What follows belongs to an exercise in optimizing a design on an open flow for small area and a short achievable clock period; a production flow would make more cautious choices.
No run shown here included a check of the RTL's function; only the layout flow was run.
Power figures rest on the tool's default switching activity, not on a simulated workload.

## flow/design.v (module list and top-level ports; edited modules follow where they fit)
// module CannyEdge: 1020 lines
module CannyEdge(dAddrRegRow, dAddrRegCol, bWE, bCE, InData, OutData,
	OPMode, bOPEnable, dReadReg, dWriteReg, clk, rst_b);
  // ...
==> flow/flow/run.sh <==
#!/bin/bash
# Standard layout with two changes:
#  - after the standard synthesis, flow/polarity.py removes inverters between
#    full adders (a full adder is self-dual, so an adder can be implemented in
#    its inverted form); registers and all other cells are untouched;
#  - timing repair aims at a setup slack margin of MARGIN ns, and the port
#    buffers are plain buffers instead of the delay cell buffer_ports picks.
set -euo pipefail
MARGIN=6.5
R=orfs/results/sky130hd/CannyEdge/base
bash standard.sh synth > log_synth.txt 2>&1
cp $R/1_2_yosys.v $R/1_2_yosys_std.v
python3 flow/polarity.py $R/1_2_yosys_std.v $R/1_2_yosys.v > log_polarity.txt 2>&1
rm -f $R/1_synth.odb $R/1_synth.sdc
bash standard.sh SETUP_SLACK_MARGIN=$MARGIN "BUFFER_PORTS_ARGS=-buffer_cell sky130_fd_sc_hd__buf_2" finish > log_finish.txt 2>&1
==> flow/flow/polarity.py <==
#!/usr/bin/env python3
# Full-adder polarity clean-up on a Yosys netlist of sky130 cells.
# A full adder is self-dual: FA(~a,~b,~c) = (~cout, ~sum). Yosys's extract_fa
# picks input/output inversions freely, which leaves many inverters between
# adders. This pass chooses, for each fa cell, whether to implement it in the
# inverted form, so that as few signals as possible need an inverter, and then
# rebuilds the inverters (one per signal that needs the inverted polarity).
# Registers and all other cells are left as they are.
# usage: polarity.py in.v out.v
import re, sys, random

OUTPINS = {"X", "Y", "Q", "Q_N", "SUM", "COUT", "HI", "LO"}
src = open(sys.argv[1]).read()
cell_re = re.compile(r"^  (sky130_fd_sc_hd__\w+) (\S+)\s+\((.*?)\n  \);\n", re.S | re.M)
pin_re = re.compile(r"\.(\w+)\(([^()]*)\)")

cells = []
for m in cell_re.finditer(src):
    pins = [(p, n.strip()) for p, n in pin_re.findall(m.group(3))]
    cells.append([m.group(1), m.group(2), pins, m.start(), m.end()])

def is_inv(t):
    return t in ("sky130_fd_sc_hd__inv_1", "sky130_fd_sc_hd__clkinv_1")
def is_fa(t):
    return t.startswith("sky130_fd_sc_hd__fa_")

inv_of = {}       # inverter output net -> input net
for c in cells:
    if is_inv(c[0]):
        d = dict(c[2])
        inv_of[d["Y"]] = d["A"]
drv = {}          # net -> cell index (non-inverter drivers)
for i, c in enumerate(cells):
    if is_inv(c[0]):
        continue
    for p, n in c[2]:
        if p in OUTPINS:
            drv[n] = i

def root(n):
    par = 0
    seen = 0
    while n in inv_of:
        n = inv_of[n]; par ^= 1; seen += 1
        if seen > 100:
            raise SystemExit("inverter loop")
    return n, par

# consumers of each root: list of (cell index, pin, parity)
cons = {}
ext_inv_roots = set()
for i, c in enumerate(cells):
    if is_inv(c[0]):
        continue
    for p, n in c[2]:
        if p in OUTPINS:
            continue
        r, par = root(n)
        cons.setdefault(r, []).append((i, p, par))
# inverter outputs that are not consumed by any cell (e.g. ports) keep their inverters
consumed = set()
for c in cells:
    for p, n in c[2]:
        if p not in OUTPINS:
            consumed.add(n)
port_nets = set()
for m in re.finditer(r"^\s*output\s+(?:\[(\d+):(\d+)\]\s+)?(\S+);", src, re.M):
    if m.group(1):
        for b in range(int(m.group(2)), int(m.group(1)) + 1):
            port_nets.add("%s[%d]" % (m.group(3), b))
    else:
        port_nets.add(m.group(3))
for n in inv_of:
    if n in port_nets:
        raise SystemExit("inverter drives a port; not handled")

fa_idx = [i for i, c in enumerate(cells) if is_fa(c[0])]
f = {i: 0 for i in fa_idx}
def fl(i):
    return f.get(i, 0)
def root_cost(r):
    fd = fl(drv[r]) if r in drv else 0
    return 1 if any(par ^ fl(ci) ^ fd for ci, p, par in cons.get(r, [])) else 0

# roots touched by each fa: its outputs and its inputs
touch = {}
for i in fa_idx:
    rs = set()
    for p, n in cells[i][2]:
        if p in OUTPINS:
            rs.add(n)
        else:
            rs.add(root(n)[0])
    touch[i] = rs
before = sum(root_cost(r) for r in cons)
def local_search(seed):
    improved = True
    it = 0
    while improved and it < 50:
        improved = False
        it += 1
        order = fa_idx[:]
        random.Random(seed * 1000 + it).shuffle(order)
        for i in order:
            rs = touch[i]
            c0 = sum(root_cost(r) for r in rs)
            f[i] ^= 1
            c1 = sum(root_cost(r) for r in rs)
            if c1 < c0 or (c1 == c0 and random.Random(seed * 7 + i + it).random() < 0.3):
                improved = improved or c1 < c0
            else:
                f[i] ^= 1
local_search(0)
best = dict(f); bestc = sum(root_cost(r) for r in cons)
# perturb and re-optimise a few times; keep the best assignment
rng = random.Random(12345)
for rnd in range(1, 200):
    for i in rng.sample(fa_idx, max(1, len(fa_idx) // 20)):
        f[i] ^= 1
    local_search(rnd)
    c = sum(root_cost(r) for r in cons)
    if c < bestc:
        best = dict(f); bestc = c
    else:
        f.clear(); f.update(best)
f.clear(); f.update(best)
after = sum(root_cost(r) for r in cons)
sys.stderr.write("polarity: %d fa cells, %d flipped, inverted signals %d -> %d, old inverter cells %d\n"
                 % (len(fa_idx), sum(f.values()), before, after, len(inv_of)))

# rebuild connections
newconn = {}   # (cell index, pin) -> net
newinv = []
k = 0
for r, lst in cons.items():
    fd = fl(drv[r]) if r in drv else 0
    need = [(ci, p) for ci, p, par in lst if par ^ fl(ci) ^ fd]
    keep = [(ci, p) for ci, p, par in lst if not (par ^ fl(ci) ^ fd)]
    for ci, p in keep:
        newconn[(ci, p)] = r
    if need:
        k += 1
        nn = "_pol%d_" % k
        newinv.append((nn, r))
        for ci, p in need:
            newconn[(ci, p)] = nn

out = []
pos = 0
wire_decl = "".join("  wire %s;\n" % nn for nn, r in newinv)
for i, c in enumerate(cells):
    out.append(src[pos:c[3]])
    pos = c[4]
    if is_inv(c[0]):
        continue
    pins = []
    for p, n in c[2]:
        if p not in OUTPINS:
            n = newconn[(i, p)]
        pins.append("    .%s(%s)" % (p, n if not n.startswith("\\") else n + " "))
    nm = c[1] + " " if c[1].startswith("\\") else c[1]
    out.append("  %s %s (\n%s\n  );\n" % (c[0], nm, ",\n".join(pins)))
tail = src[pos:]
for j, (nn, r) in enumerate(newinv):
    tail_cell = "  sky130_fd_sc_hd__inv_1 _polinv%d_ (\n    .A(%s),\n    .Y(%s)\n  );\n" % (
        j + 1, r if not r.startswith("\\") else r + " ", nn)
    out.append(tail_cell)
out.append(tail)
res = "".join(out)
# declare the new wires after the module header
mh = re.search(r"^module [^;]*;\n", res, re.M | re.S)
res = res[:mh.end()] + wire_decl + res[mh.end():]
n_in = len(re.findall(r"^  sky130_fd_sc_hd__", src, re.M))
if n_in != len(cells):
    raise SystemExit("parsed %d of %d cells" % (len(cells), n_in))
open(sys.argv[2], "w").write(res)
==> flow/standard.sh <==
#!/bin/bash
# synth_recipe.tcl (not shown) runs the flow's synth.tcl, then flattens the netlist and writes it again
# the make line also repeats each setting of config.mk as NAME=value (left out here)
make -C /OpenROAD-flow-scripts/flow DESIGN_CONFIG=/design/flow/config.mk WORK_HOME=/design/flow/orfs CLKGATE_MAP_FILE= SYNTH_SCRIPT=/design/flow/synth_recipe.tcl "${@:-finish}"
==> flow/config.mk <==
export PLATFORM = sky130hd
export DESIGN_NAME = CannyEdge
export DESIGN_NICKNAME = CannyEdge
export VERILOG_FILES = /design/flow/design.v
export SDC_FILE = /design/flow/constraint.sdc
export NUM_CORES = 4
export LEC_CHECK = 0
export CAP_MARGIN = 20
export CORE_MARGIN = 2
export CORE_UTILIZATION = 55
export PLACE_DENSITY = 0.7
export SLEW_MARGIN = 20
==> flow/constraint.sdc <==
create_clock -name core_clock -period 10.0 [get_ports {clk}]
set_input_delay 2.0000 -clock core_clock [delete_from_list [all_inputs] [get_ports {clk}]]
set_output_delay 2.0000 -clock core_clock [all_outputs]
set_load 0.01 [all_outputs]
==> summary.md, run 1 <==
| Metric | Value |
|---|---|
| Run status | `timing/DRC/antenna clean` |
| Non-filler instance count after layout | `2426` |
| Finished Cell Area | `28900 um^2` |
| H-Tree Depth | `2` |
| Fraction of area in non-clock buffers | `0.0533` |
| Min-Delay Path Class | `reg2reg` |
| CP Max Fanout | `3` |
| Fraction of area in multi-input gates | `0.522` |
| I/O Pins | `38` |
| Power Total | `3.14 mW` |
| Clock Sinks | `327` |
| DP HPWL | `53.8 mm` |
| Diodes inserted | `0` |
| Clock Latency Late Sink | `0.56 ns` |
| Clock group | `1.38 mW` |
| Max Root-Sink Buffers | `3` |
| Fmax | `264 MHz` |
| Flop+latch power | `1.51 mW` |
| Setup Total Neg Slack | `0 ns` |
| Final hold slack | `0.411 ns` |
| P_comb | `247 uW` |
| Synthesized cell area | `24500 um^2` |
| Layout area overhead | `18.1%` |
| Avg WL per Cell | `29.7 um` |
| Worst Tran Pin Value | `0.893 ns` |
| Clkbuf count | `44` |
| CP top delay family | `adder cells` |
| Fin util | `0.656` |
| Met3 WL | `7.19 mm` |
| M3 GR Usage | `0.0672` |
| Multi-In Gates | `1112` |
| Power Internal | `2.41 mW` |
| Reg2reg end | `out_gf[7]` |
| Seq cells | `327` |
| Placed instance area | `25500 um^2` |
| Max Cap Viol | `0` |
| DR iter-0 viols | `1895` |
| Critical path origin | `gq[37]` |
| GRT Total Usage | `0.320` |
| Syn_area_per_cell | `15.0 um^2` |
| Psw | `727 uW` |
| Num rows | `77` |
| Number of flip-flops in the largest register | `200` |
| Worst Setup Path Type | `reg2reg` |
==> run 2: changes to the inputs <==
--- a/flow/flow/run.sh
+++ b/flow/flow/run.sh
@@ -7,5 +7,5 @@
 #    buffers are plain buffers instead of the delay cell buffer_ports picks.
 set -euo pipefail
-MARGIN=6.5
+MARGIN=6
 R=orfs/results/sky130hd/CannyEdge/base
 bash standard.sh synth > log_synth.txt 2>&1
--- a/flow/config.mk
+++ b/flow/config.mk
@@ -9,4 +9,7 @@
 export CORE_MARGIN = 2
 export CORE_UTILIZATION = 55
+export CTS_BUF_LIST = sky130_fd_sc_hd__clkbuf_8
+export CTS_CLUSTER_DIAMETER = 60
+export CTS_CLUSTER_SIZE = 12
 export PLACE_DENSITY = 0.7
 export SLEW_MARGIN = 20
==> run 2 against run 1 <==
Die area stayed put. Count of clock-buffer cells in the layout is 3 lower. Sequential power hardly changed. Largest power group unchanged. Still clean on timing, DRC and antenna. Register-to-register slack worse by 0.13 ns. Setup slack worse by 0.26 ns. Critical endpoint is now x[1][2]. Maximum frequency is 6.4% lower. Flip-flop and latch count stayed put. Final area is 8.9% lower. Cell count is 4.5% lower. First-iteration DRC count is 0.53% higher. Clock skew is 0.037 ns higher. Highest routed layer is now met5.
==> summary.md, run 2 <==
| Metric | Value |
|---|---|
| Commonest non-fill, non-tap cell in the layout | `fa_1` |
| Final hold vios | `0` |
| Critical Path Sink Type | `flip-flop` |
| Slew headroom | `0.315` |
| Cell Pwr Density | `104 nW/um^2` |
| Ys Warns | `3` |
| Critical path origin | `bOPEnable` |
| Worst EP required | `10.25 ns` |
| Die Wd | `215 um` |
| Run status | `timing/DRC/antenna clean` |
| DP HPWL | `53.9 mm (+0.22%)` |
| Non-filler instance count after layout | `2316 (-4.5%)` |
| Die Ht | `215 um` |
| M3 GR Usage | `0.0745 (+0.00722)` |
| GRT Total Usage | `0.311 (-0.00891)` |
| DRT Pass-1 Iters | `7` |
| Number of global-route vias before repair | `15400` |
| Largest net degree at the start of global routing | `54` |
| Layout area overhead | `7.64%` |
| Clock slew at reported path FFs | `0.08 ns` |
| Placed instance area | `25300 um^2 (-0.87%)` |
| Commonest cells after routing, fill and taps aside | `378 x fa_1, 323 x edfxtp_1, 150 x inv_1, 132 x ha_1, 97 x nor2_1` |
| RSZ-0062 raised after global routing | `yes` |
| Clock skew | `0.0589 ns` |
| Initial antenna violation count | `3` |
| Vias per cell | `6.22` |
| Drc violations | `0` |
| Total CTS buffers | `40` |
| Avg WL per Cell | `29.6 um (-0.29%)` |
| Clock tree root driver cell | `clkbuf_8` |
| Syn Nets | `2175` |
| HP Start | `dpre[0]` |
| Setup Slack @ Placement | `5.39 ns` |
| Max Cap Viol | `0 (unchanged)` |
| First-pass GRT wire length | `103 mm` |
| Min-Delay Path Class | `reg2reg` |
| Starting Density | `0.555` |
| Finished Cell Area | `26400 um^2 (-8.9%)` |
| Die area | `46200 um^2` |
| Number of port buffers | `37` |
| Setup Total Neg Slack | `0 ns (unchanged)` |
| Via count | `14400` |
| Synthesized cell area | `24500 um^2 (unchanged)` |
| Reg-to-Reg Start | `x[10][2]` |
| CTS tree | `built` |
| Largest register by flop count | `x` |
| Clock Sinks | `327 (unchanged)` |
| GR peak layer | `met2` |
| CP Max Fanout | `9 (+6)` |
| Fmax | `247 MHz (-6.4%)` |
| Worst Setup Path Type | `in2reg` |
| Total gr overflow | `0` |
| Met1 usage | `0.443` |
| Detailed Route WL | `68.5 mm` |
| Final GP Congestion | `0.959` |
| Top flop regs | `x: 200 flops, gq: 53 flops` |
| Placed cell count | `2227` |
| Leakage dissipation | `9.54 nW` |
| GRT met2 Usage | `0.475` |
| Syn_area_per_cell | `15.0 um^2 (unchanged)` |
| Worst Tran Pin Value | `1.02 ns (+0.130 ns)` |
| Max Root-Sink Buffers | `3 (unchanged)` |
| H-Tree Depth | `2 (unchanged)` |
| CP startpoint kind | `primary input` |
| Final worst slack | `5.96 ns` |
| Max-slew violations | `0` |
| Fin crit share | `0.404` |
| Post-layout min period | `4.04 ns` |
| Core area | `44100 um^2` |
| Cell count after synthesis | `1635` |
| Endpoints failing setup | `0` |
| DR iter-0 viols | `1905 (+0.53%)` |
| Num rows | `77 (unchanged)` |
| Critical path data arrival time | `4.29 ns` |
| # hold bufs at CTS | `0` |
| Maximum VDD drop | `0.111 mV` |
| Number of flip-flops in the largest register | `200 (unchanged)` |
| I/O Pins | `38 (unchanged)` |
| Antenna viol nets, final | `0` |
| Nets | `2242` |
| Power Total | `2.74 mW (-13%)` |
| Clock Latency Late Sink | `0.67 ns (+0.11 ns)` |
| Layout cells sized above 1 | `0.118` |
-- run 2: repair_timing --
| item | 4_1_cts | 5_1_grt |
|---|---|---|
| pin swaps | 0 | 0 |
| endpoints found under the setup margin | 2 | 54 |
| gates resized for setup | 1 | 5 |
| buffers inserted | 9 | 16 |
| hold endpoints to repair | 0 | 0 |
-- run 2: critical path: stages --
cell	delay [ns]
buf_2	0.12
and3b_1	0.32
nand4b_1	0.75
o41ai_2	1.09
-- run 2: routing by layer --
| layer | part of all wire | vias up |
|---|---|---|
| met4 | 0.037 | 2 |
| met3 | 0.10 | 136 |
| met2 | 0.46 | 808 |
| li1 | - | 5946 |
| met5 | 0.00018 | - |
| met1 | 0.40 | 7503 |
-- run 2: layout make-up --
class                      instances  area [um^2]
sequential                       327         9790
inverter                         152          571
fill                            3563        17800
multi-input combinational       1112        14000
tap                              592          741
clock buffer                      41          564
antenna                            1         2.50
clock inverter                    22          230
timing repair buffer              69          438
-- run 2: power breakdown --
group          internal [mW]  switching [mW]
sequential              1.50         0.00512
combinational         0.0778           0.127
clock                  0.475           0.558
-- run 2: stage by stage --
stage               utilization  hold WS (ns)
finish                    0.598         0.419
global route              0.598         0.432
CTS                       0.593         0.422
detailed placement        0.574         0.404
global placement          0.574         0.401
floorplan                     -         0.386
-- run 2: worst paths after layout --
check | to | slack [ns] | cells past startpoint
max | x[1][2] | 5.96 | 4
min | out_dir[0] | 0.42 | 0
max reg2reg | Gx[10] | 6.09 | 11
min reg2reg | out_dir[0] | 0.42 | 0
max in group asynchronous | S[1] | 8.70 | 1
min in group asynchronous | S[0] | 1.18 | 1

[afterwards: timing with drivers on the ports]
No port has a modelled driver above. Below, the same layouts with a new extraction and two added sets of constraints.
Step 1 assumes that a clkbuf_16 drives the clock port and a buf_2 every other input.
Step 2 times the ports against the registers' clock, not the clock port: input delays grow and output delays shrink by t, the midpoint of the rising clock arrivals with the driver on.
Slacks: no drivers / after step 1 / after step 2; pairs: no drivers / after step 1.
run | t (ns) | setup WS [ns] | hold WS [ns] | worst data-port slew with drivers (ns) | pins driven straight from the clock port
run 1 | 0.607 | 6.217 / 6.217 / 5.894 | 0.411 / 0.411 / 0.411 | 0.08 | 1
run 2 | 0.681 | 5.957 / 5.989 / 5.307 | 0.419 / 0.419 / 0.419 | 0.10 | 1
After both steps setup and hold are still met in every run listed. For run 2, which loses most, drivers alone change the setup slack by +0.032 ns; drivers and shift together by -0.650 ns.
